What follows belongs to an exercise in optimizing a design on an open flow for small area; a production flow would make more cautious choices.
Only simulation tests tie the RTL to the original design; equivalence was not proved.
No activity file was given, so power comes from the tool's default toggle rates. The clock port is modelled as an ideal driver; clocking choices that lean on that would not hold on a real chip.

==> flow/design.v <==
module UART_RX #(parameter BAUDRATE = 115200, parameter FREQ = 50_000_000)(
    input                 CLK,
    input                 RESET_n,
    input                 RX,
    output reg    [7:0]   DATA_OUT,
    output reg            VALID
    );
    localparam T = FREQ / BAUDRATE;
    reg                   BUSY;  
	reg    [7:0]          DATA_OUT_reg; 
    reg    [3:0]          cnt_bit;  
    reg    [31:0]         cnt_clk;
    wire                  end_cnt_clk;
    wire                  end_cnt_bit;
    assign                end_cnt_clk = cnt_clk == T - 1;
    assign                end_cnt_bit = end_cnt_clk && cnt_bit == 10 - 1;
    always @(posedge CLK or negedge RESET_n) begin
        if(RESET_n == 0)
            BUSY <= 0; 
        else if(BUSY == 0 && RX == 0)
            BUSY <= 1;
        else if(cnt_bit == 0 && cnt_clk == T / 2 - 1 && RX == 1)
            BUSY <= 0;
        else if(end_cnt_bit)
            BUSY <= 0;
    end
    always @(posedge CLK or negedge RESET_n) begin
        if(RESET_n == 0)
            cnt_clk <= 0;
        else if(BUSY) begin
            if(end_cnt_clk)
                cnt_clk <= 0;
            else
                cnt_clk <= cnt_clk + 1'b1;
        end else
            cnt_clk <= 0;
    end
    always @(posedge CLK or negedge RESET_n) begin
        if(RESET_n == 0)
            cnt_bit <= 0;
        else if(end_cnt_clk) begin
            if(end_cnt_bit)
                cnt_bit <= 0;
            else
                cnt_bit <= cnt_bit + 1'b1;
        end
    end    
    always @(posedge CLK or negedge RESET_n) begin
        if(RESET_n == 0)
            DATA_OUT_reg <= 0;
        else if(cnt_clk == T / 2 - 1 && cnt_bit != 1 - 1 && cnt_bit != 10 - 1)
            DATA_OUT_reg[cnt_bit - 1] <= RX;
    end
    always @(posedge CLK or negedge RESET_n) begin
        if(RESET_n == 0)
            VALID <= 0;
        else if(end_cnt_bit) begin
            VALID <= 1;
        end else
            VALID <= 0;
    end
    always @(posedge CLK) begin
        if(end_cnt_bit)
            DATA_OUT <= DATA_OUT_reg;
    end
endmodule
module uart_tx #(parameter BAUDRATE = 115200, parameter FREQ = 50_000_000)(
input               clk,
input               reset_n,
input               wrreq,
input       [7:0]   wdata,
input               RX,
output reg          TX,
output reg          IDLE
);
localparam T = FREQ / BAUDRATE;
reg         [7:0]   DATA;
reg         [3:0]   cnt_bit;
reg         [31:0]  cnt_clk;
wire                end_cnt_clk;
wire                end_cnt_bit;
assign end_cnt_clk = cnt_clk == T - 1;
assign end_cnt_bit = end_cnt_clk && cnt_bit == 10 - 1;
always @(posedge clk or negedge reset_n) begin
    if(!reset_n)
        IDLE <= 1;
    else if(wrreq) begin
	     DATA <= wdata;
        IDLE <= 0;
    end else if(end_cnt_bit)
        IDLE <= 1;
end
always @(posedge clk or negedge reset_n) begin
    if(!reset_n)
        cnt_clk <= 0;
    else if(IDLE == 0) begin
        if(end_cnt_clk)
            cnt_clk <= 0;
        else
            cnt_clk <= cnt_clk + 1;
    end
end
always @(posedge clk or negedge reset_n) begin
    if(!reset_n)
        cnt_bit <= 0;
    else if(end_cnt_clk) begin
        if(end_cnt_bit)
            cnt_bit <= 0;
        else
            cnt_bit <= cnt_bit + 1;
    end
end
always @(posedge clk or negedge reset_n) begin
    if(!reset_n)
        TX <= 1;
    else if(IDLE == 0 && cnt_clk == 0) begin
        if(cnt_bit == 0)
            TX <= 0;
        else if(cnt_bit == 9)
            TX <= 1;
        else
            TX <= DATA[cnt_bit - 1];
    end
end
endmodule
module LTC2203(
    input   wire           CLK,
    input   wire           RESET_n,
    input   wire           CLKOUT_U10_n,
    input   wire           CLKOUT_U11_n,
    input   wire           CLKOUT_U12_n,
    input   wire           CLKOUT_U13_n,
    input   wire           CLKOUT_U14_n,
    input   wire           CLKOUT_U15_n,
    input   wire           CLKOUT_U16_n,
    input   wire           CLKOUT_U17_n,
    input   wire           CLKOUT_U18_n,
    input   wire           CLKOUT_U19_n,
    input   wire           CLKOUT_U20_n,
    input   wire           CLKOUT_U21_n,
    input   wire           CLKOUT_U22_n,
    input   wire           CLKOUT_U23_n,
    input   wire           CLKOUT_U24_n,
    input   wire           CLKOUT_U25_n,
    input   wire           CLKOUT_U10_p,
    input   wire           CLKOUT_U11_p,
    input   wire           CLKOUT_U12_p,
    input   wire           CLKOUT_U13_p,
    input   wire           CLKOUT_U14_p,
    input   wire           CLKOUT_U15_p,
    input   wire           CLKOUT_U16_p,
    input   wire           CLKOUT_U17_p,
    input   wire           CLKOUT_U18_p,
    input   wire           CLKOUT_U19_p,
    input   wire           CLKOUT_U20_p,
    input   wire           CLKOUT_U21_p,
    input   wire           CLKOUT_U22_p,
    input   wire           CLKOUT_U23_p,
    input   wire           CLKOUT_U24_p,
    input   wire           CLKOUT_U25_p,
    input   wire  [15:0]   DATA_IN_U10,
    input   wire  [15:0]   DATA_IN_U11,
    input   wire  [15:0]   DATA_IN_U12,
    input   wire  [15:0]   DATA_IN_U13,
    input   wire  [15:0]   DATA_IN_U14,
    input   wire  [15:0]   DATA_IN_U15,
    input   wire  [15:0]   DATA_IN_U16,
    input   wire  [15:0]   DATA_IN_U17,
    input   wire  [15:0]   DATA_IN_U18,
    input   wire  [15:0]   DATA_IN_U19,
    input   wire  [15:0]   DATA_IN_U20,
    input   wire  [15:0]   DATA_IN_U21,
    input   wire  [15:0]   DATA_IN_U22,
    input   wire  [15:0]   DATA_IN_U23,
    input   wire  [15:0]   DATA_IN_U24,
    input   wire  [15:0]   DATA_IN_U25,
    output  wire  [15:0]   DATA_OUT_U10,
    output  wire  [15:0]   DATA_OUT_U11,
    output  wire  [15:0]   DATA_OUT_U12,
    output  wire  [15:0]   DATA_OUT_U13,
    output  wire  [15:0]   DATA_OUT_U14,
    output  wire  [15:0]   DATA_OUT_U15,
    output  wire  [15:0]   DATA_OUT_U16,
    output  wire  [15:0]   DATA_OUT_U17,
    output  wire  [15:0]   DATA_OUT_U18,
    output  wire  [15:0]   DATA_OUT_U19,
    output  wire  [15:0]   DATA_OUT_U20,
    output  wire  [15:0]   DATA_OUT_U21,
    output  wire  [15:0]   DATA_OUT_U22,
    output  wire  [15:0]   DATA_OUT_U23,
    output  wire  [15:0]   DATA_OUT_U24,
    output  wire  [15:0]   DATA_OUT_U25
    );
    wire       [15:0]      CLKOUT_n_bus = {CLKOUT_U25_n, CLKOUT_U24_n, CLKOUT_U23_n, CLKOUT_U22_n, CLKOUT_U21_n, CLKOUT_U20_n, CLKOUT_U19_n, CLKOUT_U18_n, CLKOUT_U17_n, CLKOUT_U16_n, CLKOUT_U15_n, CLKOUT_U14_n, CLKOUT_U13_n, CLKOUT_U12_n, CLKOUT_U11_n, CLKOUT_U10_n};
    wire       [255:0]     DATA_IN_bus  = {DATA_IN_U25, DATA_IN_U24, DATA_IN_U23, DATA_IN_U22, DATA_IN_U21, DATA_IN_U20, DATA_IN_U19, DATA_IN_U18, DATA_IN_U17, DATA_IN_U16, DATA_IN_U15, DATA_IN_U14, DATA_IN_U13, DATA_IN_U12, DATA_IN_U11, DATA_IN_U10};
    reg        [15:0]      CLKOUT_n_d;
    reg        [255:0]     DATA_IN_reg;
    always @(posedge CLK or negedge RESET_n) begin
        if (!RESET_n)
            CLKOUT_n_d <= 16'hFFFF;
        else
            CLKOUT_n_d <= CLKOUT_n_bus;
    end
    genvar k;
    generate
        for (k = 0; k < 16; k = k + 1) begin : g_ch
            always @(posedge CLK) begin
                if (CLKOUT_n_bus[k] && !CLKOUT_n_d[k])
                    DATA_IN_reg[16*k +: 16] <= DATA_IN_bus[16*k +: 16];
            end
        end
    endgenerate
    assign                 DATA_OUT_U10 = DATA_IN_reg[15:0];
    assign                 DATA_OUT_U11 = DATA_IN_reg[31:16];
    assign                 DATA_OUT_U12 = DATA_IN_reg[47:32];
    assign                 DATA_OUT_U13 = DATA_IN_reg[63:48];
    assign                 DATA_OUT_U14 = DATA_IN_reg[79:64];
    assign                 DATA_OUT_U15 = DATA_IN_reg[95:80];
    assign                 DATA_OUT_U16 = DATA_IN_reg[111:96];
    assign                 DATA_OUT_U17 = DATA_IN_reg[127:112];
    assign                 DATA_OUT_U18 = DATA_IN_reg[143:128];
    assign                 DATA_OUT_U19 = DATA_IN_reg[159:144];
    assign                 DATA_OUT_U20 = DATA_IN_reg[175:160];
    assign                 DATA_OUT_U21 = DATA_IN_reg[191:176];
    assign                 DATA_OUT_U22 = DATA_IN_reg[207:192];
    assign                 DATA_OUT_U23 = DATA_IN_reg[223:208];
    assign                 DATA_OUT_U24 = DATA_IN_reg[239:224];
    assign                 DATA_OUT_U25 = DATA_IN_reg[255:240];
endmodule
module DATA_TRANS(
    input   wire               CLK_50M,
    input   wire               RESET_n,
    input   wire   [15:0]      DATA_IN_U10,
    input   wire   [15:0]      DATA_IN_U11,
    input   wire   [15:0]      DATA_IN_U12,
    input   wire   [15:0]      DATA_IN_U13,
    input   wire   [15:0]      DATA_IN_U14,
    input   wire   [15:0]      DATA_IN_U15,
    input   wire   [15:0]      DATA_IN_U16,
    input   wire   [15:0]      DATA_IN_U17,
    input   wire   [15:0]      DATA_IN_U18,
    input   wire   [15:0]      DATA_IN_U19,
    input   wire   [15:0]      DATA_IN_U20,
    input   wire   [15:0]      DATA_IN_U21,
    input   wire   [15:0]      DATA_IN_U22,
    input   wire   [15:0]      DATA_IN_U23,
    input   wire   [15:0]      DATA_IN_U24,
    input   wire   [15:0]      DATA_IN_U25,
    input   wire               RX,
    output  wire               TX
    );
    reg             [ 7:0]     CHANNEL;
    reg             [15:0]     DATA[15:0];   
    reg             [ 7:0]     DATA_RX;
    wire            [ 7:0]     DATA_RX_reg;
    reg             [ 7:0]     STATE;
    reg                        SEND_REQ;
    reg             [ 7:0]     SEND_DATA;
    wire                       VALID;
    wire                       IDLE;
    always @(posedge CLK_50M) begin
        if (!RESET_n) begin
            STATE <= 0;
            SEND_REQ <= 0;
        end else begin
            case (STATE)
                0: begin
                    CHANNEL <= 0;
                    STATE <= 1;
                    SEND_REQ <= 0;
                end
                1: begin
                            if(DATA_RX == 8'hFF) begin
                              DATA[0] <= DATA_IN_U10; 
                              DATA[1] <= DATA_IN_U11;
                              DATA[2] <= DATA_IN_U12;
                              DATA[3] <= DATA_IN_U13;
                              DATA[4] <= DATA_IN_U14;
                              DATA[5] <= DATA_IN_U15;
                              DATA[6] <= DATA_IN_U16;
                              DATA[7] <= DATA_IN_U17;
                              DATA[8] <= DATA_IN_U18;
                              DATA[9] <= DATA_IN_U19;
                              DATA[10] <= DATA_IN_U20;
                              DATA[11] <= DATA_IN_U21;
                              DATA[12] <= DATA_IN_U22;
                              DATA[13] <= DATA_IN_U23;
                              DATA[14] <= DATA_IN_U24;
                              DATA[15] <= DATA_IN_U25;
                              STATE <= 2;
                          end
                end
                2: begin
                    if (CHANNEL <= 15) begin
                        SEND_DATA <= DATA[CHANNEL][7:0];
                        STATE <= 3;
                    end else begin
                        if(DATA_RX == 8'h00)
                                    STATE <= 0;
                    end
                end
                3: begin
                    SEND_REQ <= 1;
                    STATE <= 4;
                end
                4: begin
                    SEND_REQ <= 0;
                    STATE <= 5;
                end
                5: begin
                    if (IDLE) begin
                        SEND_DATA <= DATA[CHANNEL][15:8];
                        STATE <= 6;
                    end
                end
                6: begin
                    SEND_REQ <= 1;
                    STATE <= 7;
                end
                7: begin
                    SEND_REQ <= 0;
                    STATE <= 8;
                end
                8: begin
                    if (IDLE) begin
                        CHANNEL <= CHANNEL+1;
                        STATE <= 2;
                    end
                end
                default: 
                    STATE <= 0;
            endcase
        end
    end
     always @(posedge CLK_50M) begin
            if (!RESET_n)
                DATA_RX[7:0] <= 8'h00;
            else if(VALID)
                DATA_RX[7:0] <= DATA_RX_reg[7:0];
     end
    UART_RX i2(
         .CLK        (CLK_50M),
        .RESET_n    (RESET_n),
        .RX         (RX),
        .DATA_OUT   (DATA_RX_reg),
        .VALID      (VALID)
    ); 
    uart_tx i1 (
        .clk        (CLK_50M),
        .reset_n    (RESET_n),
        .wrreq      (SEND_REQ),
        .wdata      (SEND_DATA),
        .RX         (1'b1),
        .TX         (TX),
        .IDLE       (IDLE)
    );
endmodule  
module adc16_top(
 	input                  CLK,
    input                  RESET_n,
	input                  RX1,
	output                 TX1,
    input   wire           CLKOUT_U10_n,
    input   wire           CLKOUT_U11_n,
    input   wire           CLKOUT_U12_n,
    input   wire           CLKOUT_U13_n,
    input   wire           CLKOUT_U14_n,
    input   wire           CLKOUT_U15_n,
    input   wire           CLKOUT_U16_n,
    input   wire           CLKOUT_U17_n,
    input   wire           CLKOUT_U18_n,
    input   wire           CLKOUT_U19_n,
    input   wire           CLKOUT_U20_n,
    input   wire           CLKOUT_U21_n,
    input   wire           CLKOUT_U22_n,
    input   wire           CLKOUT_U23_n,
    input   wire           CLKOUT_U24_n,
    input   wire           CLKOUT_U25_n,
    input   wire           CLKOUT_U10_p,
    input   wire           CLKOUT_U11_p,
    input   wire           CLKOUT_U12_p,
    input   wire           CLKOUT_U13_p,
    input   wire           CLKOUT_U14_p,
    input   wire           CLKOUT_U15_p,
    input   wire           CLKOUT_U16_p,
    input   wire           CLKOUT_U17_p,
    input   wire           CLKOUT_U18_p,
    input   wire           CLKOUT_U19_p,
    input   wire           CLKOUT_U20_p,
    input   wire           CLKOUT_U21_p,
    input   wire           CLKOUT_U22_p,
    input   wire           CLKOUT_U23_p,
    input   wire           CLKOUT_U24_p,
    input   wire           CLKOUT_U25_p,
    input   wire  [15:0]   DATA_IN_U10,
    input   wire  [15:0]   DATA_IN_U11,
    input   wire  [15:0]   DATA_IN_U12,
    input   wire  [15:0]   DATA_IN_U13,
    input   wire  [15:0]   DATA_IN_U14,
    input   wire  [15:0]   DATA_IN_U15,
    input   wire  [15:0]   DATA_IN_U16,
    input   wire  [15:0]   DATA_IN_U17,
    input   wire  [15:0]   DATA_IN_U18,
    input   wire  [15:0]   DATA_IN_U19,
    input   wire  [15:0]   DATA_IN_U20,
    input   wire  [15:0]   DATA_IN_U21,
    input   wire  [15:0]   DATA_IN_U22,
    input   wire  [15:0]   DATA_IN_U23,
    input   wire  [15:0]   DATA_IN_U24,
    input   wire  [15:0]   DATA_IN_U25
	);
    wire          [15:0]   DATA_OUT_U10;
    wire          [15:0]   DATA_OUT_U11;
    wire          [15:0]   DATA_OUT_U12;
    wire          [15:0]   DATA_OUT_U13;
    wire          [15:0]   DATA_OUT_U14;
    wire          [15:0]   DATA_OUT_U15;
    wire          [15:0]   DATA_OUT_U16;
    wire          [15:0]   DATA_OUT_U17;
    wire          [15:0]   DATA_OUT_U18;
    wire          [15:0]   DATA_OUT_U19;
    wire          [15:0]   DATA_OUT_U20;
    wire          [15:0]   DATA_OUT_U21;
    wire          [15:0]   DATA_OUT_U22;
    wire          [15:0]   DATA_OUT_U23;
    wire          [15:0]   DATA_OUT_U24;
    wire          [15:0]   DATA_OUT_U25;
    DATA_TRANS ins2(
        .CLK_50M        (CLK),
        .RESET_n        (RESET_n),
        .DATA_IN_U10    (DATA_OUT_U10),
        .DATA_IN_U11    (DATA_OUT_U11),
        .DATA_IN_U12    (DATA_OUT_U12),
        .DATA_IN_U13    (DATA_OUT_U13),
        .DATA_IN_U14    (DATA_OUT_U14),
        .DATA_IN_U15    (DATA_OUT_U15),
        .DATA_IN_U16    (DATA_OUT_U16),
        .DATA_IN_U17    (DATA_OUT_U17),
        .DATA_IN_U18    (DATA_OUT_U18),
        .DATA_IN_U19    (DATA_OUT_U19),
        .DATA_IN_U20    (DATA_OUT_U20),
        .DATA_IN_U21    (DATA_OUT_U21),
        .DATA_IN_U22    (DATA_OUT_U22),
        .DATA_IN_U23    (DATA_OUT_U23),
        .DATA_IN_U24    (DATA_OUT_U24),
        .DATA_IN_U25    (DATA_OUT_U25),
        .RX             (RX1),
        .TX             (TX1)
    );
    LTC2203 ins3(
        .CLK            (CLK),
        .RESET_n        (RESET_n),
        .CLKOUT_U10_n   (CLKOUT_U10_n),
        .CLKOUT_U11_n   (CLKOUT_U11_n),
        .CLKOUT_U12_n   (CLKOUT_U12_n),
        .CLKOUT_U13_n   (CLKOUT_U13_n),
        .CLKOUT_U14_n   (CLKOUT_U14_n),
        .CLKOUT_U15_n   (CLKOUT_U15_n),
        .CLKOUT_U16_n   (CLKOUT_U16_n),
        .CLKOUT_U17_n   (CLKOUT_U17_n),
        .CLKOUT_U18_n   (CLKOUT_U18_n),
        .CLKOUT_U19_n   (CLKOUT_U19_n),
        .CLKOUT_U20_n   (CLKOUT_U20_n),
        .CLKOUT_U21_n   (CLKOUT_U21_n),
        .CLKOUT_U22_n   (CLKOUT_U22_n),
        .CLKOUT_U23_n   (CLKOUT_U23_n),
        .CLKOUT_U24_n   (CLKOUT_U24_n),
        .CLKOUT_U25_n   (CLKOUT_U25_n),
        .CLKOUT_U10_p   (CLKOUT_U10_p),
        .CLKOUT_U11_p   (CLKOUT_U11_p),
        .CLKOUT_U12_p   (CLKOUT_U12_p),
        .CLKOUT_U13_p   (CLKOUT_U13_p),
        .CLKOUT_U14_p   (CLKOUT_U14_p),
        .CLKOUT_U15_p   (CLKOUT_U15_p),
        .CLKOUT_U16_p   (CLKOUT_U16_p),
        .CLKOUT_U17_p   (CLKOUT_U17_p),
        .CLKOUT_U18_p   (CLKOUT_U18_p),
        .CLKOUT_U19_p   (CLKOUT_U19_p),
        .CLKOUT_U20_p   (CLKOUT_U20_p),
        .CLKOUT_U21_p   (CLKOUT_U21_p),
        .CLKOUT_U22_p   (CLKOUT_U22_p),
        .CLKOUT_U23_p   (CLKOUT_U23_p),
        .CLKOUT_U24_p   (CLKOUT_U24_p),
        .CLKOUT_U25_p   (CLKOUT_U25_p),
        .DATA_IN_U10    (DATA_IN_U10),
        .DATA_IN_U11    (DATA_IN_U11),
        .DATA_IN_U12    (DATA_IN_U12),
        .DATA_IN_U13    (DATA_IN_U13),
        .DATA_IN_U14    (DATA_IN_U14),
        .DATA_IN_U15    (DATA_IN_U15),
        .DATA_IN_U16    (DATA_IN_U16),
        .DATA_IN_U17    (DATA_IN_U17),
        .DATA_IN_U18    (DATA_IN_U18),
        .DATA_IN_U19    (DATA_IN_U19),
        .DATA_IN_U20    (DATA_IN_U20),
        .DATA_IN_U21    (DATA_IN_U21),
        .DATA_IN_U22    (DATA_IN_U22),
        .DATA_IN_U23    (DATA_IN_U23),
        .DATA_IN_U24    (DATA_IN_U24),
        .DATA_IN_U25    (DATA_IN_U25),
        .DATA_OUT_U10   (DATA_OUT_U10),
        .DATA_OUT_U11   (DATA_OUT_U11),
        .DATA_OUT_U12   (DATA_OUT_U12),
        .DATA_OUT_U13   (DATA_OUT_U13),
        .DATA_OUT_U14   (DATA_OUT_U14),
        .DATA_OUT_U15   (DATA_OUT_U15),
        .DATA_OUT_U16   (DATA_OUT_U16),
        .DATA_OUT_U17   (DATA_OUT_U17),
        .DATA_OUT_U18   (DATA_OUT_U18),
        .DATA_OUT_U19   (DATA_OUT_U19),
        .DATA_OUT_U20   (DATA_OUT_U20),
        .DATA_OUT_U21   (DATA_OUT_U21),
        .DATA_OUT_U22   (DATA_OUT_U22),
        .DATA_OUT_U23   (DATA_OUT_U23),
        .DATA_OUT_U24   (DATA_OUT_U24),
        .DATA_OUT_U25   (DATA_OUT_U25)
    );
endmodule
==> flow/run.sh <==
#!/bin/bash
# synth_recipe.tcl (not shown) runs the flow's synth.tcl, then flattens the netlist and writes it again
# the make line also repeats each setting of config.mk as NAME=value (left out here)
make -C /OpenROAD-flow-scripts/flow DESIGN_CONFIG=/design/flow/config.mk WORK_HOME=/design/flow/orfs CLKGATE_MAP_FILE= SYNTH_SCRIPT=/design/flow/synth_recipe.tcl finish
==> flow/config.mk <==
export PLATFORM = sky130hd
export DESIGN_NAME = adc16_top
export DESIGN_NICKNAME = adc16_top
export VERILOG_FILES = /design/flow/design.v
export SDC_FILE = /design/flow/constraint.sdc
export NUM_CORES = 4
export LEC_CHECK = 0
export CAP_MARGIN = 20
export CORE_MARGIN = 2
export CORE_UTILIZATION = 40
export SLEW_MARGIN = 20
==> flow/constraint.sdc <==
create_clock -name core_clock -period 20.0 [get_ports {CLK}]
set_input_delay 4.0000 -clock core_clock [delete_from_list [all_inputs] [get_ports {CLK}]]
set_output_delay 4.0000 -clock core_clock [all_outputs]
set_load 0.01 [all_outputs]
==> results of run 1 <==
[cells in the mapped netlist, types with 4 or more instances]
cell type	count
buf_1	10
and4_1	7
nand2_1	59
mux2_2	15
a221oi_1	19
xor2_1	39
and3_1	24
mux2i_1	28
a22o_1	10
a211oi_1	9
o21ai_0	27
nor3_1	16
and2_1	6
a21oi_1	28
nor4_1	25
or4_1	5
dfrtp_1	82
nand3_1	45
a22oi_1	32
inv_1	22
buf_2	11
o211ai_1	5
nor2_1	74
nand4_1	30
a31oi_1	7
nand4b_1	6
ha_1	27
edfxtp_1	544
nor2b_1	34
mux4_2	8
o31ai_1	8
nand3b_1	5
a32oi_1	6
dfxtp_1	13
dfstp_2	18
a222oi_1	16
and4b_1	4
clkbuf_1	42
a21o_1	4
xnor2_1	29
mux2_1	4
[metal layers]
metal | vias to the layer above | GRT usage, % | wire (um)
met5 | - | 0 | 0
met4 | 0 | 7.19 | 1480
met3 | 69 | 3.04 | 3370
met2 | 467 | 32.6 | 30700
met1 | 6948 | 24.9 | 24900
li1 | 6336 | - | -
[worst max-delay path by stage]
stage                                            end  depth (start not counted)     from
after CTS                 ins2.DATA[14][1]$_DFFE_PP_                          5  RESET_n
after global routing      ins2.DATA[14][1]$_DFFE_PP_                          5  RESET_n
after floorplan            ins2.DATA[0][0]$_DFFE_PP_                          2  RESET_n
after global placement    ins2.DATA[12][7]$_DFFE_PP_                          5  RESET_n
after detailed placement  ins2.DATA[10][4]$_DFFE_PP_                          5  RESET_n
final                     ins2.DATA[15][8]$_DFFE_PP_                          5  RESET_n
[logic make-up (layout without fill, tap and decap cells)]
family                     after synthesis  count (layout)  synth area share [%]
adders and majority gates               27              27                  1.38
xor gates and xnor gates                69              69                  2.49
muxes                                   55              55                  2.74
other                                    0               7                     0
AOI/OAI and AO/OA                      204             204                  6.24
buffers and inverters                   87             447                  1.40
DFF                                    657             657                  77.8
and+or+nand+nor                        359             359                  7.92
[worst reg2reg max path, delay by kind of cell, from the launching register on]
family                 cells  cell delay (ns)
AOI/OAI and AO/OA          3             1.11
DFF                        1             0.71
and+or+nand+nor            1             0.15
buffers and inverters      2             1.75
[power breakdown]
part,switching (mW),total (mW),internal [mW]
Clock,0.525,1.27,0.746
Combinational,0.0667,0.132,0.0652
Sequential,0.00864,1.52,1.51
Total,0.601,2.92,2.32
[cell usage in the layout, fill, tap and decap left out, drive strengths merged, types with 32 or more instances in the layout]
cell	count
edfxtp	544
clkdlybuf4s50	274
clkbuf	92
dfrtp	82
nor2	74
nand2	59
nand3	45
xor2	39
nor2b	34
a22oi	32
[area by class of cell]
| cell class | count | area, um2 | area share [%] |
|---|---|---|---|
| Antenna cell | 7 | 17.5 | 0.0573 |
| Clock buffer | 92 | 1880 | 6.13 |
| Clock inverter | 34 | 377 | 1.23 |
| Inverter | 23 | 86.3 | 0.282 |
| Multi-Input combinational cell | 714 | 5200 | 17.0 |
| Sequential cell | 657 | 19100 | 62.5 |
| Tap cell | 782 | 978 | 3.20 |
| Timing Repair Buffer | 298 | 2940 | 9.62 |
[per-stage QoR]
stage | utilization (%) | power [mW]
floorplan | - | 1.58
global placement | 46.7 | 1.68
detailed placement | 46.7 | 1.68
CTS | 50.5 | 2.95
global route | 50.5 | 3.01
finish | 50.5 | 2.92
==> results.cfg, run 1 <==
[outcome]
outcome = no timing/DRC/antenna violations

[floorplan]
core.rowCount = 90
die_x_um = 252
start_util_pct = 40.6
core-area_mm2 = 0.0606
io_pins = 292
fp.dieArea_mm2 = 0.0634
die_h_um = 252

[clock_network]
htree_levels = 3
numCtsBuffers = 71
cts_tree = done
path_clk_slew_ns = 0.06
postCtsResizedCells = 0
clock_latency_ns = 0.62
cts_sinks = 657
cts_setup_buffers = 0
cts_root_buf = clkbuf_16
ctsHoldBuffers = 0
cts_buffer_depth = 3

[synth]
async_reset_ff_share_pct = 15.2
yosysTopAreaCell = edfxtp_1
synth_edf_count = 544
synth_area_leaders = edfxtp_1 (66%), dfrtp_1 (8.4%), dfstp_2 (1.9%)
syn_area_mm2 = 0.0246
yosys_warnings = 5
postSynthCellCount = 1458
ys_seq_area_share_pct = 77.8
syn_avg_cell_area_um2 = 16.9
yosysUniqueCellTypes = 75
ys_ff_latch = 657
synth_top_area_share_pct = 66.5
synth_ff_type = edfxtp_1
syn-num-nets = 1776

[sta]
rsz0062_at_grt = no
final-hold-violation-count = 0
hold_ws_ns = 0.400
slew_headroom_pct = 29.8
worst_pin_slew_ns = 1.05
fin_crit_sh_pct = 31.4
finClkSkew_ns = 0.0293
final-setup-viol-count = 0
slew_violations = 0
fmax_ghz = 0.159
fin_ws_ns = 13.71
min_period_ns = 6.29
tns_ns = 0

[setup_path]
reg2reg_from = ins2.CHANNEL[2]$_SDFFCE_PN0P_
rr_endpoint = ins2.SEND_DATA[5]$_DFFE_PP_
start_kind = input port
reg2reg_slack_ns = 16.02
crit_chain = buf_4 > nand3_1 > nor3_4 > buf_12 > buf_6
crit_family = buffers and inverters
crit_path_max_incr_delay_ns = 0.70
path_class = input port to flop
r2r_cells = 6
path_max_fanout = 167
arrival_ns = 6.51
worst-path-buf-inv = 3
cp_data_required_time_ns = 20.23
crit_path_top_delay_cell = buf_6
endpoint_kind = flop

[finish]
fillers = 5001
drive_above_1_share_pct = 10.9
design_area_mm2 = 0.0306
fin_nets = 2083
layout.cells.non_filler = 2607
area_delta_synth_final_pct = 24.5

[global_routing]
antenna_found_initial = 6
grt_pass1_vias = 14400
grt_max_degree = 168
grt_pass1_wl_mm = 89.1
track_usage_pct = 19.2
grt-ovfl-total = 0

[route]
via_count = 13800
wire_per_inst_um = 23.2
drt-vias-per-instance = 5.30
drtIter0Drc = 1278
firstDrtPassIters = 7
ant_nets = 0
route.detailed.drc = 0
routed_wl_mm = 60.5

[worst_hold_path]
min_path_type = flop to flop
worstHoldEndpoint = ins2.i1.IDLE$_DFFE_PN1P_
whs_path_depth = 1
min_from = ins2.SEND_REQ$_SDFFE_PN0P_

[power]
cellLeakagePower_nw = 10.6
ir_drop_v = 0.0000687
powerDensity_mw_per_mm2 = 95.5

[place]
placedCellCount = 2474
hpwl_mm = 40.2
dp_slack_ns = 12.73
io_buffers = 275
placed_area_mm2 = 0.0283
place_congestion = 0.770

[run]
drv_cap = 0
==> inputs of run 2 (changes only) <==
--- a/flow/design.v
+++ b/flow/design.v
@@ -2,124 +2,108 @@
     input                 CLK,
     input                 RESET_n,
     input                 RX,
-    output reg    [7:0]   DATA_OUT,
-    output reg            VALID
+    output reg            RX_FF,
+    output reg            RX_00
     );
     localparam T = FREQ / BAUDRATE;
-    reg                   BUSY;  
-	reg    [7:0]          DATA_OUT_reg; 
-    reg    [3:0]          cnt_bit;  
-    reg    [31:0]         cnt_clk;
-    wire                  end_cnt_clk;
-    wire                  end_cnt_bit;
-    assign                end_cnt_clk = cnt_clk == T - 1;
-    assign                end_cnt_bit = end_cnt_clk && cnt_bit == 10 - 1;
+    reg                   BUSY;
+    reg    [3:0]          cnt_bit;
+    reg    [8:0]          cnt_clk;
+    reg                   ones;
+    reg                   zeros;
+    reg                   VALID;
+    wire                  end_cnt_clk = cnt_clk == T - 1;
+    wire                  end_cnt_bit = end_cnt_clk && cnt_bit == 10 - 1;
+    wire                  mid         = cnt_clk == T / 2 - 1;
     always @(posedge CLK or negedge RESET_n) begin
-        if(RESET_n == 0)
-            BUSY <= 0; 
-        else if(BUSY == 0 && RX == 0)
+        if (RESET_n == 0)
+            BUSY <= 0;
+        else if (BUSY == 0 && RX == 0)
             BUSY <= 1;
-        else if(cnt_bit == 0 && cnt_clk == T / 2 - 1 && RX == 1)
+        else if (cnt_bit == 0 && mid && RX == 1)
             BUSY <= 0;
-        else if(end_cnt_bit)
+        else if (end_cnt_bit)
             BUSY <= 0;
     end
     always @(posedge CLK or negedge RESET_n) begin
-        if(RESET_n == 0)
+        if (RESET_n == 0)
             cnt_clk <= 0;
-        else if(BUSY) begin
-            if(end_cnt_clk)
-                cnt_clk <= 0;
-            else
-                cnt_clk <= cnt_clk + 1'b1;
-        end else
+        else if (BUSY && !end_cnt_clk)
+            cnt_clk <= cnt_clk + 1'b1;
+        else
             cnt_clk <= 0;
     end
     always @(posedge CLK or negedge RESET_n) begin
-        if(RESET_n == 0)
+        if (RESET_n == 0)
             cnt_bit <= 0;
-        else if(end_cnt_clk) begin
-            if(end_cnt_bit)
+        else if (end_cnt_clk) begin
+            if (end_cnt_bit)
                 cnt_bit <= 0;
             else
                 cnt_bit <= cnt_bit + 1'b1;
         end
-    end    
-    always @(posedge CLK or negedge RESET_n) begin
-        if(RESET_n == 0)
-            DATA_OUT_reg <= 0;
-        else if(cnt_clk == T / 2 - 1 && cnt_bit != 1 - 1 && cnt_bit != 10 - 1)
-            DATA_OUT_reg[cnt_bit - 1] <= RX;
+    end
+    always @(posedge CLK) begin
+        if (mid && cnt_bit != 0 && cnt_bit != 10 - 1) begin
+            ones  <= RX & (ones | cnt_bit == 1);
+            zeros <= !RX & (zeros | cnt_bit == 1);
+        end
     end
     always @(posedge CLK or negedge RESET_n) begin
-        if(RESET_n == 0)
-            VALID <= 0;
-        else if(end_cnt_bit) begin
-            VALID <= 1;
-        end else
+        if (RESET_n == 0)
             VALID <= 0;
+        else
+            VALID <= end_cnt_bit;
     end
     always @(posedge CLK) begin
-        if(end_cnt_bit)
-            DATA_OUT <= DATA_OUT_reg;
+        if (!RESET_n) begin
+            RX_FF <= 1'b0;
+            RX_00 <= 1'b1;
+        end else if (VALID) begin
+            RX_FF <= ones;
+            RX_00 <= zeros;
+        end
     end
 endmodule
 module uart_tx #(parameter BAUDRATE = 115200, parameter FREQ = 50_000_000)(
 input               clk,
 input               reset_n,
-input               wrreq,
-input       [7:0]   wdata,
-input               RX,
-output reg          TX,
-output reg          IDLE
+input               busy,
+input               wbit,
+output      [2:0]   widx,
+output              done,
+output reg          TX
 );
 localparam T = FREQ / BAUDRATE;
-reg         [7:0]   DATA;
 reg         [3:0]   cnt_bit;
-reg         [31:0]  cnt_clk;
-wire                end_cnt_clk;
-wire                end_cnt_bit;
-assign end_cnt_clk = cnt_clk == T - 1;
-assign end_cnt_bit = end_cnt_clk && cnt_bit == 10 - 1;
+reg         [8:0]   cnt_clk;
+wire                end_cnt_clk = cnt_clk == T - 1;
+assign widx = cnt_bit[2:0];
+assign done = busy && end_cnt_clk && cnt_bit == 8;
 always @(posedge clk or negedge reset_n) begin
-    if(!reset_n)
-        IDLE <= 1;
-    else if(wrreq) begin
-	     DATA <= wdata;
-        IDLE <= 0;
-    end else if(end_cnt_bit)
-        IDLE <= 1;
-end
-always @(posedge clk or negedge reset_n) begin
-    if(!reset_n)
+    if (!reset_n)
+        cnt_clk <= 0;
+    else if (busy && !end_cnt_clk)
+        cnt_clk <= cnt_clk + 1'b1;
+    else
         cnt_clk <= 0;
-    else if(IDLE == 0) begin
-        if(end_cnt_clk)
-            cnt_clk <= 0;
-        else
-            cnt_clk <= cnt_clk + 1;
-    end
 end
 always @(posedge clk or negedge reset_n) begin
-    if(!reset_n)
-        cnt_bit <= 0;
-    else if(end_cnt_clk) begin
-        if(end_cnt_bit)
-            cnt_bit <= 0;
-        else
-            cnt_bit <= cnt_bit + 1;
-    end
+    if (!reset_n)
+        cnt_bit <= 4'hF;
+    else if (busy && end_cnt_clk)
+        cnt_bit <= (cnt_bit == 8) ? 4'hF : cnt_bit + 1'b1;
 end
 always @(posedge clk or negedge reset_n) begin
-    if(!reset_n)
+    if (!reset_n)
         TX <= 1;
-    else if(IDLE == 0 && cnt_clk == 0) begin
-        if(cnt_bit == 0)
+    else if (busy && cnt_clk == 0) begin
+        if (cnt_bit == 4'hF)
             TX <= 0;
-        else if(cnt_bit == 9)
+        else if (cnt_bit == 8)
             TX <= 1;
         else
-            TX <= DATA[cnt_bit - 1];
+            TX <= wbit;
     end
 end
 endmodule
@@ -249,112 +233,70 @@
     input   wire               RX,
     output  wire               TX
     );
-    reg             [ 7:0]     CHANNEL;
-    reg             [15:0]     DATA[15:0];   
-    reg             [ 7:0]     DATA_RX;
-    wire            [ 7:0]     DATA_RX_reg;
-    reg             [ 7:0]     STATE;
-    reg                        SEND_REQ;
-    reg             [ 7:0]     SEND_DATA;
-    wire                       VALID;
-    wire                       IDLE;
+    localparam S_START = 3'd0,   
+               S_WAIT  = 3'd1,   
+               S_NEXT  = 3'd2,   
+               S_SET   = 3'd3,
+               S_REQ   = 3'd4,
+               S_BUSY  = 3'd5,   
+               S_POST  = 3'd6;   
+    wire            [255:0]    DATA_IN = {DATA_IN_U25, DATA_IN_U24, DATA_IN_U23, DATA_IN_U22, DATA_IN_U21, DATA_IN_U20, DATA_IN_U19, DATA_IN_U18, DATA_IN_U17, DATA_IN_U16, DATA_IN_U15, DATA_IN_U14, DATA_IN_U13, DATA_IN_U12, DATA_IN_U11, DATA_IN_U10};
+    reg             [255:0]    DATA;
+    reg             [ 2:0]     STATE;
+    reg             [ 5:0]     BYTE;       
+    wire                       RX_FF;
+    wire                       RX_00;
+    wire            [ 2:0]     widx;
+    wire                       done;
+    always @(posedge CLK_50M) begin
+        if (STATE == S_WAIT && RX_FF)
+            DATA <= DATA_IN;
+    end
     always @(posedge CLK_50M) begin
         if (!RESET_n) begin
-            STATE <= 0;
-            SEND_REQ <= 0;
+            STATE <= S_START;
         end else begin
             case (STATE)
-                0: begin
-                    CHANNEL <= 0;
-                    STATE <= 1;
-                    SEND_REQ <= 0;
-                end
-                1: begin
-                            if(DATA_RX == 8'hFF) begin
-                              DATA[0] <= DATA_IN_U10; 
-                              DATA[1] <= DATA_IN_U11;
-                              DATA[2] <= DATA_IN_U12;
-                              DATA[3] <= DATA_IN_U13;
-                              DATA[4] <= DATA_IN_U14;
-                              DATA[5] <= DATA_IN_U15;
-                              DATA[6] <= DATA_IN_U16;
-                              DATA[7] <= DATA_IN_U17;
-                              DATA[8] <= DATA_IN_U18;
-                              DATA[9] <= DATA_IN_U19;
-                              DATA[10] <= DATA_IN_U20;
-                              DATA[11] <= DATA_IN_U21;
-                              DATA[12] <= DATA_IN_U22;
-                              DATA[13] <= DATA_IN_U23;
-                              DATA[14] <= DATA_IN_U24;
-                              DATA[15] <= DATA_IN_U25;
-                              STATE <= 2;
-                          end
+                S_START: STATE <= S_WAIT;
+                S_WAIT: begin
+                    BYTE <= 0;
+                    if (RX_FF)
+                        STATE <= S_NEXT;
                 end
-                2: begin
-                    if (CHANNEL <= 15) begin
-                        SEND_DATA <= DATA[CHANNEL][7:0];
-                        STATE <= 3;
-                    end else begin
-                        if(DATA_RX == 8'h00)
-                                    STATE <= 0;
-                    end
+                S_NEXT: begin
+                    if (!BYTE[5])
+                        STATE <= S_SET;
+                    else if (RX_00)
+                        STATE <= S_START;
                 end
-                3: begin
-                    SEND_REQ <= 1;
-                    STATE <= 4;
+                S_SET:  STATE <= S_REQ;
+                S_REQ:  STATE <= S_BUSY;
+                S_BUSY: if (done) STATE <= S_POST;
+                S_POST: begin
+                    BYTE <= BYTE + 1'b1;
+                    STATE <= BYTE[0] ? S_NEXT : S_SET;
                 end
-                4: begin
-                    SEND_REQ <= 0;
-                    STATE <= 5;
-                end
-                5: begin
-                    if (IDLE) begin
-                        SEND_DATA <= DATA[CHANNEL][15:8];
-                        STATE <= 6;
-                    end
-                end
-                6: begin
-                    SEND_REQ <= 1;
-                    STATE <= 7;
-                end
-                7: begin
-                    SEND_REQ <= 0;
-                    STATE <= 8;
-                end
-                8: begin
-                    if (IDLE) begin
-                        CHANNEL <= CHANNEL+1;
-                        STATE <= 2;
-                    end
-                end
-                default: 
-                    STATE <= 0;
+                default: STATE <= S_START;
             endcase
         end
     end
-     always @(posedge CLK_50M) begin
-            if (!RESET_n)
-                DATA_RX[7:0] <= 8'h00;
-            else if(VALID)
-                DATA_RX[7:0] <= DATA_RX_reg[7:0];
-     end
     UART_RX i2(
-         .CLK        (CLK_50M),
+        .CLK        (CLK_50M),
         .RESET_n    (RESET_n),
         .RX         (RX),
-        .DATA_OUT   (DATA_RX_reg),
-        .VALID      (VALID)
-    ); 
+        .RX_FF      (RX_FF),
+        .RX_00      (RX_00)
+    );
     uart_tx i1 (
         .clk        (CLK_50M),
         .reset_n    (RESET_n),
-        .wrreq      (SEND_REQ),
-        .wdata      (SEND_DATA),
-        .RX         (1'b1),
-        .TX         (TX),
-        .IDLE       (IDLE)
+        .busy       (STATE == S_BUSY),
+        .wbit       (DATA[{BYTE[4:0], widx}]),
+        .widx       (widx),
+        .done       (done),
+        .TX         (TX)
     );
-endmodule  
+endmodule
 module adc16_top(
  	input                  CLK,
     input                  RESET_n,
==> flow/flow/run.sh (new file) <==
#!/bin/bash
set -euo pipefail
bash standard.sh "BUFFER_PORTS_ARGS=-buffer_cell sky130_fd_sc_hd__buf_1" finish > standard.log 2>&1
==> flow/standard.sh (new file) <==
#!/bin/bash
# synth_recipe.tcl (not shown) runs the flow's synth.tcl, then flattens the netlist and writes it again
# the make line also repeats each setting of config.mk as NAME=value (left out here)
make -C /OpenROAD-flow-scripts/flow DESIGN_CONFIG=/design/flow/config.mk WORK_HOME=/design/flow/orfs CLKGATE_MAP_FILE= SYNTH_SCRIPT=/design/flow/synth_recipe.tcl "${@:-finish}"
removed: flow/run.sh
==> run 2 against run 1 <==
Compared with the run above:
- flip-flop and latch count down 87
- clock power fell by 17%
- utilization down 2.5 points
- clock-buffer cell count is 22 lower
- power down 17%
- critical path type is now flop to primary output
- largest cell class unchanged
==> results.cfg, run 2 <==
[route]
drtIter0Drc = 667
wire_per_inst_um = 19.4
via_count = 9399
firstDrtPassIters = 4
drt-vias-per-instance = 4.74
ant_nets = 0
routed_wl_mm = 38.5
route.detailed.drc = 0

[floorplan]
fp.dieArea_mm2 = 0.0522
io_pins = 292
start_util_pct = 40.3
core.rowCount = 82
die_h_um = 228
core-area_mm2 = 0.0500
die_x_um = 228

[finish]
area_delta_synth_final_pct = 19.0
drive_above_1_share_pct = 16.0
fin_nets = 1562
final_cell_mix = edfxtp_1 (520), buf_1 (274), mux4_2 (62)
design_area_mm2 = 0.0240
fillers = 4198
mostFrequentLayoutCell = edfxtp_1

[setup_path]
crit_family = flip-flops
path_class = flop to primary output
crit_path_top_delay_cell = dfstp_2
worst-path-buf-inv = 1
path_max_fanout = 2
start_kind = flop
crit_path_max_incr_delay_ns = 0.54
crit_chain = buf_1
cp_data_required_time_ns = 16.00
arrival_ns = 1.34
endpoint_kind = primary output

[synth]
synth_edf_count = 520
synth_compound_area_share_pct = 1.89
synth_area_leaders = edfxtp_1 (78%), mux4_2 (6.9%), dfrtp_1 (3.0%)
yosys_warnings = 4
synth-xor-area-share_pct = 0.783
synth_common_cells = edfxtp_1 (520), mux4_2 (62), nor2_1 (49), dfrtp_1 (24), nand2_1 (23)
synth_adder_area_share_pct = 0.745
syn_area_mm2 = 0.0201
yosysTopAreaCell = edfxtp_1
yosys.area_share.simple_pct = 3.58
synth_top_area_share_pct = 77.5
postSynthCellCount = 926
synth_top_family_by_area = multiplexers
synth_ff_type = edfxtp_1
muxShareOfSynthArea_pct = 8.33
syn-num-nets = 1229
ys_ff_latch = 570
yosysUniqueCellTypes = 58
syn_avg_cell_area_um2 = 21.8
ys_seq_area_share_pct = 83.7
synth.most_common_cell = edfxtp_1
async_reset_ff_share_pct = 7.89

[run]
drv_cap = 0

[sta]
slew_headroom_pct = 32.1
min_period_ns = 5.34
rsz0062_at_grt = no
fmax_ghz = 0.187
tns_ns = 0
slew_violations = 0
final-setup-viol-count = 0
final-hold-violation-count = 0
finClkSkew_ns = 0.0217
worst_pin_slew_ns = 1.02
fin_crit_sh_pct = 26.7
hold_ws_ns = 0.409

[power]
cellLeakagePower_nw = 7.66
ir_drop_v = 0.0000862
powerDensity_mw_per_mm2 = 102

[clock_network]
postCtsResizedCells = 0
ctsHoldBuffers = 0
cts_setup_buffers = 0
cts_root_buf = clkbuf_16
numCtsBuffers = 57
htree_levels = 2
clock_latency_ns = 0.60
path_clk_slew_ns = 0.06
cts_buffer_depth = 3
cts_tree = done
cts_sinks = 570

[global_routing]
grt_pass1_vias = 10000
grt_max_degree = 85
track_usage_pct = 15.1
grt-ovfl-total = 0
antenna_found_initial = 5
grt_pass1_wl_mm = 58.7

[place]
io_buffers = 275
placed_area_mm2 = 0.0221
hpwl_mm = 25.5
place_congestion = 0.764

[worst_hold_path]
min_path_type = flop to flop

[outcome]
outcome = no timing/DRC/antenna violations
## run 2: changes by cell type after synthesis, moves of 30 or more
cell and change:
clkbuf_1 -34, dfrtp_1 -58, mux4_2 +54, nand2_1 -36, nand3_1 -32, xor2_1 -30
## run 2: worst paths after layout
check,slack (ns),end,cells after the start,from
worst max-delay path,14.66,TX1,1,ins2.i1.TX$_DFFE_PN1P_
worst min-delay path,0.41,ins2.DATA[201]$_DFFE_PP_,0,ins3.DATA_IN_reg[201]$_DFFE_PP_
worst max register to register,15.95,ins2.i1.TX$_DFFE_PN1P_,8,ins2.i1.cnt_bit[0]$_DFFE_PN1N_
worst min register to register,0.41,ins2.DATA[201]$_DFFE_PP_,0,ins3.DATA_IN_reg[201]$_DFFE_PP_
max in group asynchronous,15.74,ins2.i2.cnt_clk[5]$_DFF_PN0_,2,RESET_n
min in group asynchronous,3.70,ins2.i2.cnt_bit[1]$_DFFE_PN0P_,2,RESET_n
## run 2: routing by layer
| layer | track usage [%] | up-vias | part of all wire, % | wire length, um |
|---|---|---|---|---|
| met5 | 0 | - | 0 | 0 |
| met4 | 4.84 | 0 | 2.5 | 949 |
| met3 | 3.59 | 57 | 5.3 | 2040 |
| met2 | 26.0 | 234 | 51 | 19700 |
| met1 | 18.8 | 4732 | 41 | 15800 |
| li1 | - | 4376 | - | - |
## run 2: where the power goes
part           switching [mW]  internal [mW]
sequential            0.00835           1.33
combinational          0.0290         0.0195
clock                   0.433          0.619
## run 2: cell type report
type                            count  area [um2]  share of cell area, %
Multi-Input combinational cell    319        3100                   12.9
Clock inverter                     36         378                   1.58
Timing Repair Buffer              297        1220                   5.09
Antenna cell                        5        12.5                 0.0522
Inverter                           14        52.6                  0.219
Sequential cell                   570       16900                   70.4
Tap cell                          672         841                   3.51
Clock buffer                       70        1490                   6.20
## run 2: logic make-up after synthesis
kind of cell	count (synthesis)
AO/OA/AOI/OAI	57
buffers and inverters	37
adder cells (fa/ha/maj)	12
multiplexers	88
flip-flops	570
XOR/XNOR	18
AND/OR/NAND/NOR	144
## run 2: stage by stage
stage / std cells / setup WS, ns / util [%] / total power [mW]
3_5_place_dp: 1871 / 14.66 / 44.2 / 1.41
4_1_cts: 1977 / 14.60 / 47.9 / 2.47
5_1_grt: 1983 / 14.60 / 48.0 / 2.53
6_report: 1983 / 14.66 / 48.0 / 2.44
3_3_place_gp: 1871 / 14.54 / 44.1 / 1.41
2_1_floorplan: 926 / 1.04 / - / 1.38
==> inputs of run 3 (changes only) <==
==> flow/run.sh (new file) <==
#!/bin/bash
# synth_recipe.tcl (not shown) runs the flow's synth.tcl, then flattens the netlist and writes it again
# the make line also repeats each setting of config.mk as NAME=value (left out here)
make -C /OpenROAD-flow-scripts/flow DESIGN_CONFIG=/design/flow/config.mk WORK_HOME=/design/flow/orfs CLKGATE_MAP_FILE= SYNTH_SCRIPT=/design/flow/synth_recipe.tcl finish
--- a/flow/config.mk
+++ b/flow/config.mk
@@ -8,4 +8,5 @@
 export CAP_MARGIN = 20
 export CORE_MARGIN = 2
 export CORE_UTILIZATION = 40
+export CTS_BUF_LIST = sky130_fd_sc_hd__clkbuf_4 sky130_fd_sc_hd__clkbuf_8
 export SLEW_MARGIN = 20
removed: flow/flow/run.sh
removed: flow/standard.sh
==> run 3 against run 2 <==
Compared with the run above:
- clock power barely moved
- setup slack got worse by 0.44 ns
- highest routed layer is now met5
- critical path type unchanged
- hold slack got worse by 0.00061 ns
==> results.cfg, run 3 <==
[synth]
synth.most_common_cell = edfxtp_1
syn-num-nets = 1229
synth_ff_type = edfxtp_1
syn_area_mm2 = 0.0201
ys_ff_latch = 570
yosys_warnings = 4
muxShareOfSynthArea_pct = 8.33
synth_edf_count = 520
synth-xor-area-share_pct = 0.783
synth_top_family_by_area = multiplexers
syn_avg_cell_area_um2 = 21.8
synth_compound_area_share_pct = 1.89
synth_adder_area_share_pct = 0.745
synth_common_cells = edfxtp_1 (520), mux4_2 (62), nor2_1 (49), dfrtp_1 (24), nand2_1 (23)
async_reset_ff_share_pct = 7.89
yosysTopAreaCell = edfxtp_1
synth_area_leaders = edfxtp_1 (78%), mux4_2 (6.9%), dfrtp_1 (3.0%)
yosysUniqueCellTypes = 58
postSynthCellCount = 926
ys_seq_area_share_pct = 83.7
synth_top_area_share_pct = 77.5
yosys.area_share.simple_pct = 3.58

[sta]
final-setup-viol-count = 0
slew_headroom_pct = 29.9
worst_pin_slew_ns = 1.05
finClkSkew_ns = 0.0299
rsz0062_at_grt = no
fin_crit_sh_pct = 28.9
hold_ws_ns = 0.408
fin_ws_ns = 14.22
tns_ns = 0
slew_violations = 0
final-hold-violation-count = 0
min_period_ns = 5.78
fmax_ghz = 0.173

[power]
netSwitchingPower_mw = 0.487
cellLeakagePower_nw = 8.53
total_power_mw = 2.44
ir_drop_v = 0.0000488
switching_share_pct = 19.9
p_int_mw = 1.96
clkPwrFrac_pct = 41.8
p_seq_share_pct = 54.8
powerDensity_mw_per_mm2 = 94.9
combPwrFrac_pct = 3.4

[place]
placed_area_mm2 = 0.0238
placedCellCount = 1873
place_congestion = 0.766
io_buffers = 275
hpwl_mm = 26.2
dp_slack_ns = 14.38

[finish]
layout.cells.non_filler = 2049
area_delta_synth_final_pct = 27.9
finalCoreUtilization_pct = 51.5
design_area_mm2 = 0.0258
fillers = 4027
mostFrequentLayoutCell = edfxtp_1
final_cell_mix = edfxtp_1 (520), clkdlybuf4s50_1 (274), clkbuf_8 (100)
drive_above_1_share_pct = 20.0
fin_nets = 1601

[clock_network]
htree_levels = 3
cts_sinks = 570
cts_tree = done
postCtsResizedCells = 0
ctsHoldBuffers = 0
path_clk_slew_ns = 0.06
clock_latency_ns = 0.67
numCtsBuffers = 94
cts_buffer_depth = 3
cts_setup_buffers = 0
cts_root_buf = clkbuf_8

[route]
route.detailed.drc = 0
wire_per_inst_um = 19.5
drtIter0Drc = 617
ant_nets = 0
routed_wl_mm = 39.9
via_count = 9602
firstDrtPassIters = 5
drt-vias-per-instance = 4.69

[floorplan]
die_h_um = 228
io_pins = 292
start_util_pct = 40.3
die_x_um = 228
core-area_mm2 = 0.0500
fp.dieArea_mm2 = 0.0522
core.rowCount = 82

[setup_path]
crit_path_max_incr_delay_ns = 0.57
path_max_fanout = 2
path_class = flop to primary output
crit_path_top_delay_cell = dfstp_2
crit_family = flip-flops
rr_endpoint = ins2.i1.TX$_DFFE_PN1P_
cp_data_required_time_ns = 16.00
crit_chain = clkdlybuf4s50_1
worst-path-buf-inv = 1
start_kind = flop
endpoint_kind = primary output
arrival_ns = 1.78
reg2reg_from = ins2.i1.cnt_bit[0]$_DFFE_PN1N_
reg2reg_slack_ns = 15.94
r2r_cells = 8

[run]
drv_cap = 0

[outcome]
outcome = no timing/DRC/antenna violations

[worst_hold_path]
min_from = ins3.DATA_IN_reg[199]$_DFFE_PP_
whs_path_depth = 0
min_path_type = flop to flop
worstHoldEndpoint = ins2.DATA[199]$_DFFE_PP_

[global_routing]
grt_max_degree = 85
grt_pass1_wl_mm = 60.4
grt-ovfl-total = 0
antenna_found_initial = 9
grt_pass1_vias = 10300
track_usage_pct = 15.7
==> run 3: cell count changes in the layout (fill, tap and decap cells not counted), sizes merged <==
cell | before | now
clkdlybuf4s50 | 0 | 274
clkbuf | 70 | 136
clkinvlp | 6 | 2
clkinv | 21 | 27
buf | 297 | 25
bufinv | 7 | 3
==> run 3: cells by family (layout without fill, tap and decap cells) <==
kind of cell	count (synthesis)	in the layout
muxes	88	88
xor gates and xnor gates	18	18
and+or+nand+nor	144	144
adders and majority gates	12	12
AOI/OAI and AO/OA	57	57
buffers and inverters	37	483
other	0	5
DFF	570	570
==> run 3: area by class of cell <==
cell class	instances	area [um2]	share of cell area, %
clock buffer	136	1650	6.39
sequential	570	16900	65.5
antenna	5	12.5	0.0486
clock inverter	34	283	1.10
inverter	14	52.6	0.204
tap	672	841	3.26
multi-input combinational	319	3100	12.0
timing repair buffer	299	2950	11.4
==> run 3: power groups by stage <==
stage               clock (mW)  sequential, mW  combinational, mW
detailed placement           0            1.36             0.0845
floorplan                    0            1.36             0.0163
finish                    1.02            1.34             0.0831
global route              1.11            1.34             0.0896
global placement             0            1.36             0.0833
CTS                       1.06            1.34             0.0849
==> run 3: worst max path at each step <==
stage | start | depth (start not counted) | end | slack, ns
after global placement | CLKOUT_U11_n | 2 | ins3.DATA_IN_reg[30]$_DFFE_PP_ | 14.19
final | ins2.i1.TX$_DFFE_PN1P_ | 1 | TX1 | 14.22
after CTS | ins2.i1.TX$_DFFE_PN1P_ | 1 | TX1 | 14.15
after detailed placement | CLKOUT_U20_n | 2 | ins3.DATA_IN_reg[160]$_DFFE_PP_ | 14.38
after global routing | ins2.i1.TX$_DFFE_PN1P_ | 1 | TX1 | 14.15
after floorplan | ins2.STATE[2]$_SDFFE_PN0P_ | 2 | ins2.DATA[0]$_DFFE_PP_ | 1.04
==> run 3: layer usage <==
layer	GRT usage, %	share of wire [%]
met1	18.9	41
met2	26.4	50
met4	6.15	3.0
met3	4.90	5.9
met5	0	0.095
==> inputs of run 4 (changes only) <==
--- a/flow/config.mk
+++ b/flow/config.mk
@@ -8,5 +8,4 @@
 export CAP_MARGIN = 20
 export CORE_MARGIN = 2
 export CORE_UTILIZATION = 40
-export CTS_BUF_LIST = sky130_fd_sc_hd__clkbuf_4 sky130_fd_sc_hd__clkbuf_8
 export SLEW_MARGIN = 20
==> run 4 against run 3 <==
Compared with the run above:
- setup slack improved by 0.074 ns
- largest cell class unchanged
- still clean on timing, DRC and antenna
- flip-flop and latch count did not move
- critical path type unchanged
- critical path depth did not move
- via count fell by 2.0%
- largest power group unchanged
- clock skew fell by 0.014 ns
- sequential share of layout area barely moved
- die area did not move
- fmax rose by 1.3%
- clock power rose by 6%
- synthesized area did not move
- design area barely moved
- combinational power barely moved
- critical endpoint unchanged
==> results.cfg, run 4 <==
[route]
drt-vias-per-instance = 4.74
drtIter0Drc = 608
firstDrtPassIters = 5
ant_nets = 0
routed_wl_mm = 39.2
route.detailed.drc = 0
via_count = 9410
wire_per_inst_um = 19.8

[setup_path]
crit_family = flip-flops
path_class = flop to primary output
cp_data_required_time_ns = 16.00
worst-path-buf-inv = 1
reg2reg_slack_ns = 15.92
crit_chain = clkdlybuf4s50_1
endpoint_kind = primary output
crit_path_top_delay_cell = dfstp_2
arrival_ns = 1.71
start_kind = flop
path_max_fanout = 2
crit_path_max_incr_delay_ns = 0.57

[sta]
min_period_ns = 5.71
rsz0062_at_grt = no
finClkSkew_ns = 0.0162
fin_crit_sh_pct = 28.5
slew_violations = 0
tns_ns = 0
worst_pin_slew_ns = 1.06
final-setup-viol-count = 0
slew_headroom_pct = 29.2
final-hold-violation-count = 0
fmax_ghz = 0.175

[global_routing]
antenna_found_initial = 8
grt_max_degree = 85
grt_pass1_vias = 9937
track_usage_pct = 15.3
grt-ovfl-total = 0
grt_pass1_wl_mm = 59.0

[synth]
ys_ff_latch = 570
syn_avg_cell_area_um2 = 21.8
postSynthCellCount = 926
synth_ff_type = edfxtp_1
yosysUniqueCellTypes = 58
yosys_warnings = 4
synth_area_leaders = edfxtp_1 (78%), mux4_2 (6.9%), dfrtp_1 (3.0%)
synth_edf_count = 520
async_reset_ff_share_pct = 7.89
synth_common_cells = edfxtp_1 (520), mux4_2 (62), nor2_1 (49), dfrtp_1 (24), nand2_1 (23)
yosysTopAreaCell = edfxtp_1
synth_top_area_share_pct = 77.5
syn_area_mm2 = 0.0201
syn-num-nets = 1229
ys_seq_area_share_pct = 83.7
synth.most_common_cell = edfxtp_1

[power]
total_power_mw = 2.50
powerDensity_mw_per_mm2 = 96.9
ir_drop_v = 0.0000582
cellLeakagePower_nw = 8.45

[floorplan]
die_h_um = 228
start_util_pct = 40.3
fp.dieArea_mm2 = 0.0522
core-area_mm2 = 0.0500
die_x_um = 228
io_pins = 292
core.rowCount = 82

[finish]
area_delta_synth_final_pct = 27.9
mostFrequentLayoutCell = edfxtp_1
design_area_mm2 = 0.0258
drive_above_1_share_pct = 15.9
fin_nets = 1564
final_cell_mix = edfxtp_1 (520), clkdlybuf4s50_1 (274), mux4_2 (62)
fillers = 3970

[place]
io_buffers = 275
hpwl_mm = 26.2
placed_area_mm2 = 0.0238
place_congestion = 0.766

[clock_network]
cts_sinks = 570
cts_root_buf = clkbuf_16
ctsHoldBuffers = 0
cts_tree = done
htree_levels = 2
path_clk_slew_ns = 0.06
clock_latency_ns = 0.60
cts_buffer_depth = 3
postCtsResizedCells = 0
cts_setup_buffers = 0
numCtsBuffers = 57

[worst_hold_path]
min_path_type = flop to flop

[run]
drv_cap = 0

[outcome]
outcome = no timing/DRC/antenna violations
==> run 4: cell counts after synthesis <==
Identical to the previous run, type by type.
==> run 4: final timing paths <==
kind / depth (start not counted) / start / endpoint
worst max-delay path: 1 / ins2.i1.TX$_DFFE_PN1P_ / TX1
worst min-delay path: 0 / ins3.DATA_IN_reg[202]$_DFFE_PP_ / ins2.DATA[202]$_DFFE_PP_
worst max register to register: 8 / ins2.i1.cnt_bit[0]$_DFFE_PN1N_ / ins2.i1.TX$_DFFE_PN1P_
worst min register to register: 0 / ins3.DATA_IN_reg[202]$_DFFE_PP_ / ins2.DATA[202]$_DFFE_PP_
max in group asynchronous: 2 / RESET_n / ins2.i2.cnt_bit[0]$_DFFE_PN0P_
min in group asynchronous: 2 / RESET_n / ins2.i1.cnt_clk[0]$_DFF_PN0_
==> run 4: per-layer routing <==
metal | routed length (um) | global-route usage [%] | up-vias
li1 | - | - | 4393
met3 | 2240 | 3.56 | 78
met4 | 1240 | 6.52 | 4
met2 | 19800 | 25.8 | 241
met5 | 24 | 0 | -
met1 | 16000 | 19.0 | 4694
==> run 4: logic make-up after synthesis <==
logic type                 Yosys count  share of synthesized area (%)
AOI/OAI and AO/OA                   57                           1.89
xor gates and xnor gates            18                          0.783
adders and majority gates           12                          0.745
buffers and inverters               37                          0.938
DFF                                570                           83.7
muxes                               88                           8.33
and+or+nand+nor                    144                           3.58
==> run 4: cell type report <==
class / instances / area, um2 / share of cell area (%)
antenna: 5 / 12.5 / 0.0486
clock buffer: 85 / 1650 / 6.41
clock inverter: 22 / 277 / 1.07
inverter: 14 / 52.6 / 0.204
multi-input combinational: 319 / 3100 / 12.0
sequential: 570 / 16900 / 65.5
tap: 672 / 841 / 3.26
timing repair buffer: 299 / 2950 / 11.4
==> run 4: worst reg2reg max path, delay by kind of cell (launching register included) <==
family	cells	cell delay, ns
AO/OA/AOI/OAI	5	1.12
flip-flops	1	0.97
multiplexers	2	1.16
buffers and inverters	1	0.77
==> run 4: power by group <==
part           switching [mW]  internal [mW]
logic                  0.0284         0.0547
clock network           0.428          0.647
registers             0.00869           1.33
total                   0.465           2.03
==> run 4: per-stage QoR <==
stage,setup WS (ns),std cells,hold WS [ns],utilization (%)
after floorplan,1.04,926,0.400,-
after global placement,14.19,1873,0.401,47.6
after detailed placement,14.38,1873,0.405,47.6
after CTS,14.24,1980,0.414,51.5
after global routing,14.25,1986,0.421,51.5
final,14.29,1986,0.412,51.5
==> inputs of run 5 (changes only) <==
==> flow/flow/run.sh (new file) <==
#!/bin/bash
set -euo pipefail
bash standard.sh \
  "BUFFER_PORTS_ARGS=-buffer_cell sky130_fd_sc_hd__buf_1" \
  "CTS_ARGS=-sink_clustering_enable -repair_clock_nets -sink_clustering_size 30 -sink_clustering_max_diameter 200 -dont_use_dummy_load" \
  finish > standard.log 2>&1
==> flow/standard.sh (new file) <==
#!/bin/bash
# synth_recipe.tcl (not shown) runs the flow's synth.tcl, then flattens the netlist and writes it again
# the make line also repeats each setting of config.mk as NAME=value (left out here)
make -C /OpenROAD-flow-scripts/flow DESIGN_CONFIG=/design/flow/config.mk WORK_HOME=/design/flow/orfs CLKGATE_MAP_FILE= SYNTH_SCRIPT=/design/flow/synth_recipe.tcl "${@:-finish}"
removed: flow/run.sh
==> run 5 against run 4 <==
Compared with the run above:
- flip-flop and latch count unchanged
- clock-buffer cell count down 63
- design area down 12%
- clock power down 52%
- die area unchanged
- register-to-register slack better by 0.04 ns
- largest power group unchanged
- clock skew up 0.0014 ns
- highest routed layer is now met4
==> results.cfg, run 5 <==
[global_routing]
grt_pass1_vias = 9589
grt_pass1_wl_mm = 56.7
grt-ovfl-total = 0
antenna_found_initial = 6
track_usage_pct = 14.5
grt_max_degree = 85

[setup_path]
endpoint_kind = primary output
path_max_fanout = 2
start_kind = flop
crit_path_top_delay_cell = dfstp_2
arrival_ns = 1.34
crit_path_max_incr_delay_ns = 0.56
rr_endpoint = ins2.i1.TX$_DFFE_PN1P_
crit_chain = buf_1
cp_data_required_time_ns = 16.00
r2r_cells = 8
worst-path-buf-inv = 1
reg2reg_from = ins2.i1.cnt_bit[0]$_DFFE_PN1N_
reg2reg_slack_ns = 15.96
crit_family = flip-flops
path_class = flop to primary output

[sta]
tns_ns = 0
hold_ws_ns = 0.416
slew_violations = 0
final-hold-violation-count = 0
finClkSkew_ns = 0.0175
fmax_ghz = 0.187
final-setup-viol-count = 0
slew_headroom_pct = 29.2
rsz0062_at_grt = no
fin_ws_ns = 14.66
min_period_ns = 5.34
fin_crit_sh_pct = 26.7
worst_pin_slew_ns = 1.06

[synth]
synth_compound_area_share_pct = 1.89
synth_ff_type = edfxtp_1
yosysUniqueCellTypes = 58
synth_edf_count = 520
yosys.area_share.simple_pct = 3.58
ys_seq_area_share_pct = 83.7
synth_adder_area_share_pct = 0.745
syn-num-nets = 1229
synth.most_common_cell = edfxtp_1
async_reset_ff_share_pct = 7.89
synth-xor-area-share_pct = 0.783
synth_top_area_share_pct = 77.5
synth_common_cells = edfxtp_1 (520), mux4_2 (62), nor2_1 (49), dfrtp_1 (24), nand2_1 (23)
syn_area_mm2 = 0.0201
synth_area_leaders = edfxtp_1 (78%), mux4_2 (6.9%), dfrtp_1 (3.0%)
yosys_warnings = 4
ys_ff_latch = 570
synth_top_family_by_area = multiplexers
syn_avg_cell_area_um2 = 21.8
postSynthCellCount = 926
yosysTopAreaCell = edfxtp_1
muxShareOfSynthArea_pct = 8.33

[finish]
finalCoreUtilization_pct = 45.3
fin_nets = 1526
drive_above_1_share_pct = 11.4
mostFrequentLayoutCell = edfxtp_1
fillers = 4287
final_cell_mix = edfxtp_1 (520), buf_1 (274), mux4_2 (62)
area_delta_synth_final_pct = 12.3
layout.cells.non_filler = 1899

[worst_hold_path]
worstHoldEndpoint = ins2.DATA[157]$_DFFE_PP_
whs_path_depth = 0
min_path_type = flop to flop
min_from = ins3.DATA_IN_reg[157]$_DFFE_PP_

[clock_network]
postCtsResizedCells = 0
cts_setup_buffers = 0
numCtsBuffers = 22
cts_sinks = 570
htree_levels = 1
path_clk_slew_ns = 0.11
cts_buffer_depth = 3
ctsHoldBuffers = 0
clock_latency_ns = 0.57
cts_root_buf = clkbuf_16
cts_tree = done

[power]
combPwrFrac_pct = 2.5
p_seq_share_pct = 70.0
ir_drop_v = 0.0000583
switching_share_pct = 18.9
cellLeakagePower_nw = 7.01
clkPwrFrac_pct = 27.4
p_int_mw = 1.55
netSwitchingPower_mw = 0.361
powerDensity_mw_per_mm2 = 84.3

[place]
placedCellCount = 1871
hpwl_mm = 25.5
io_buffers = 275
place_congestion = 0.764
dp_slack_ns = 14.66

[floorplan]
core.rowCount = 82
die_h_um = 228
die_x_um = 228
core-area_mm2 = 0.0500
fp.dieArea_mm2 = 0.0522
io_pins = 292
start_util_pct = 40.3

[route]
route.detailed.drc = 0
drtIter0Drc = 704
drt-vias-per-instance = 4.78
ant_nets = 0
routed_wl_mm = 37.7
wire_per_inst_um = 19.8
via_count = 9076
firstDrtPassIters = 5

[run]
drv_cap = 0

[outcome]
outcome = no timing/DRC/antenna violations
run 5: how the worst max path moves through the flow:
| stage | start | cells past startpoint | to | slack (ns) |
|---|---|---|---|---|
| 6_report | ins2.i1.TX$_DFFE_PN1P_ | 1 | TX1 | 14.66 |
| 4_1_cts | ins2.i1.TX$_DFFE_PN1P_ | 1 | TX1 | 14.60 |
| 3_5_place_dp | RESET_n | 4 | ins2.STATE[1]$_SDFFE_PN0P_ | 14.66 |
| 3_3_place_gp | CLKOUT_U18_n | 2 | ins3.DATA_IN_reg[137]$_DFFE_PP_ | 14.54 |
| 2_1_floorplan | ins2.STATE[2]$_SDFFE_PN0P_ | 2 | ins2.DATA[0]$_DFFE_PP_ | 1.04 |
| 5_1_grt | ins2.i1.TX$_DFFE_PN1P_ | 1 | TX1 | 14.58 |
run 5: kinds of logic after synthesis:
logic type,after synthesis
AOI/OAI and AO/OA,57
muxes,88
adders and majority gates,12
xor gates and xnor gates,18
and+or+nand+nor,144
buffers and inverters,37
DFF,570
run 5: power groups by stage:
stage / clock [mW] / sequential, mW / combinational (mW)
floorplan: 0 / 1.36 / 0.0163
global placement: 0 / 1.36 / 0.0482
detailed placement: 0 / 1.36 / 0.0498
CTS: 0.548 / 1.34 / 0.0500
global route: 0.583 / 1.34 / 0.0546
finish: 0.523 / 1.34 / 0.0484
run 5: layer usage:
layer | vias up | global-route usage [%] | share of wire [%]
met5 | - | 0 | 0
met4 | 0 | 3.43 | 2.1
met3 | 31 | 2.66 | 4.2
met2 | 182 | 25.6 | 51
met1 | 4622 | 18.6 | 42
li1 | 4241 | - | -
run 5: cell type report:
| class | instances | area [um2] | area share, % |
|---|---|---|---|
| sequential | 570 | 16900 | 74.6 |
| multi-input combinational | 319 | 3100 | 13.7 |
| timing repair buffer | 296 | 1190 | 5.26 |
| tap | 672 | 841 | 3.72 |
| clock buffer | 22 | 551 | 2.43 |
| inverter | 14 | 52.6 | 0.232 |
| antenna | 6 | 15.0 | 0.0664 |
run 5: metrics by stage:
step	instance area [um2]	power, mW
detailed placement	22100	1.41
floorplan	20100	1.38
finish	22600	1.91
CTS	22600	1.93
global route	22600	1.98
global placement	22100	1.41

-- separate check: timing with driven ports --
The flow's constraints put no driver on any port. The routed layouts listed below were extracted and timed again, unchanged, in two steps.
Step 1, drivers: a clkbuf_16 drives CLK and a buf_2 each remaining input, both assumed.
Step 2, shift: input delay + t, output delay - t, t = (earliest + latest rising clock arrival at the registers) / 2. This alone moves slack from input paths to output paths.
Slacks: no drivers / after step 1 / after step 2; pairs: no drivers / after step 1.
| run | t (ns) | slack for setup (ns) |
|---|---|---|
| run 1 | 0.663 | 13.714 / 13.741 / 13.078 |
| run 2 | 0.643 | 14.662 / 14.607 / 14.735 |
| run 3 | 0.710 | 14.220 / 14.167 / 14.391 |
| run 4 | 0.651 | 14.294 / 14.237 / 14.413 |
| run 5 | 0.617 | 14.655 / 14.596 / 14.755 |
After both steps setup and hold are still met in every run listed.
